This design comes from an exercise in tuning for small area and a short achievable clock period on the open sky130 flow, not from production work.
RTL that was checked went through simulation tests only; none was proved equivalent to the original.
No driver is modelled on the clock port, so clocking that relies on it looks cheaper here than on a real chip.
Power is estimated from default activity; no workload was simulated.

Design ALU_DESIGN, start of the top module:
module ALU_DESIGN #(parameter DW = 8, CW = 4)(INP_VALID,OPA,OPB,CIN,CLK,RST,CMD,CE,MODE,COUT,OFLOW,RES,G,E,L,ERR);
Size: ~780 cells after synthesis, roughly 60 flip-flops.
export LEC_CHECK = 0
export CAP_MARGIN = 20
export CORE_MARGIN = 2
export CORE_UTILIZATION = 40
export SETUP_SLACK_MARGIN = 2.35
export SLEW_MARGIN = 20
create_clock -name core_clock -period 5.0 [get_ports {CLK}]
standard.sh (not shown) runs the stock make flow with config.mk's settings and CLKGATE_MAP_FILE= SYNTH_SCRIPT=/design/flow/synth_recipe.tcl, a recipe that flattens the netlist after the stock synthesis.
==> flow/flow/run.sh <==
#!/bin/bash
# Layout flow: the standard ORFS flow (standard.sh), with two changes:
#  - synthesis is the standard script (synth_recipe.tcl, ORFS synth.tcl) except
#    that full/half-adder extraction is off (ADDER_MAP_FILE empty) and the
#    final ABC mapping runs flow/syn.abc instead of ORFS's speed script;
#    the registers are unchanged (same passes up to dfflibmap);
#  - the port buffers are sky130_fd_sc_hd__buf_2 cells instead of the
#    default delay cells;
#  - after CTS, flow/skew.tcl delays the clock of the output registers
#    (useful skew for the register-to-register paths into them).
set -uo pipefail
W=$(pwd)
{
  head -n 1 synth_recipe.tcl
  cat <<EOT
proc abc {args} {
  set i [lsearch \$args -script]
  lset args [expr {\$i + 1}] $W/flow/syn.abc
  puts "flow/run.sh: abc \$args"
  yosys abc {*}\$args
}
EOT
  tail -n +2 synth_recipe.tcl
} > my_synth.tcl
bash standard.sh SYNTH_SCRIPT=$W/my_synth.tcl ADDER_MAP_FILE= \
  "BUFFER_PORTS_ARGS=-buffer_cell sky130_fd_sc_hd__buf_2" \
  "CTS_ARGS=-sink_clustering_enable -repair_clock_nets -dont_use_dummy_load" \
  POST_CTS_TCL=$W/flow/skew.tcl finish > flow_standard.log 2>&1
rc=$?
cp -r orfs/logs flow_orfs_logs 2>/dev/null
exit $rc
Other scripts of this flow, unchanged in this note and not shown: flow/flow/skew.tcl, flow/flow/syn.abc
The first run completed without violations.
Change:
--- a/flow/design.v
+++ b/flow/design.v
@@ -173,24 +173,23 @@
       ({8{c9}}  & {A[6:0], 1'b0}) |
       ({8{c10 | c11}} & {B[6:0], 1'b0}) |
       {7'd0, c2 & (|A) & (|B)};
   wire s0 = B[0];
   wire s1 = B[1] ^ (C[0] & B[0]);
   wire s2 = B[2] ^ (C[0] & (B[1] | B[0]));
   wire [7:0] r1 = s0 ? {A[6:0], A[7]} : A;
   wire [7:0] r2 = s1 ? {r1[5:0], r1[7:6]} : r1;
   wire [7:0] r3 = s2 ? {r2[3:0], r2[7:4]} : r2;
   wire [7:0] lrot = (c12 | c13) ? r3 : 8'd0;
-  reg Z;
   wire [9:0] ares =
-      ({10{~C[3] | (c10 & ~Z)}} & sum) |
-      ({10{c9 & ~Z}} & prod);
+      ({10{~C[3] | c10}} & sum) |
+      ({10{c9}} & prod);
   wire [9:0] res_n = MODE ? ares : {2'b00, lres | lrot};
   wire cout_n  = MODE & (c0 | c2) & sum[8];
   wire oflow_n = MODE & (c1 | c3) & a_lt_b;
   wire e_n     = MODE & c8 & a_eq_b;
   wire g_n     = MODE & c8 & ~a_lt_b & ~a_eq_b;
   wire l_n     = MODE & c8 & a_lt_b;
   wire err_n   = ~MODE & c12 & (|B[7:4]);
   wire upd = CE & (RST | (VA & VB));
   always @(posedge CLK) begin
     if (upd) begin
@@ -201,24 +200,18 @@
       E     <= !RST & e_n;
       L     <= !RST & l_n;
     end
   end
   always @(posedge CLK) begin
     if (timeout_err)
       ERR <= 1'b1;
     else if (upd)
       ERR <= !RST & err_n;
   end
-  wire pq_upd = CE & ~RST & VA & VB & MODE & (c9 | c10);
-  always @(posedge CLK) begin
-    if (CE & RST)
-      Z <= 1'b1;
-    else if (pq_upd)
-      Z <= 1'b0;
-  end
+  wire pq_upd = CE & (RST | (VA & VB & MODE & (c9 | c10)));
   always @(posedge CLK) begin
     if (pq_upd) begin
-      P <= c9 ? pinc : {A[6:0], 1'b0};
-      Q <= c9 ? qinc : B;
+      P <= RST ? 8'd0 : (c9 ? pinc : {A[6:0], 1'b0});
+      Q <= RST ? 8'd0 : (c9 ? qinc : B);
     end
   end
 endmodule
Result:
- total power rose by 15%
- clock power rose by about 3%
- register-to-register slack improved by 200 ps
- core utilization fell by 2.0 points
- die area rose by 1.6%
- routed wire length fell by 8.9%
- sequential cell count fell by 1
- sequential share of layout area rose by 0.45 points
- global-route usage fell by 2.6 points
- clock skew rose by 22 ps
- synthesized area rose by 1.7%
Only the layout flow was run in the first run of this note; the RTL was not checked for function there.
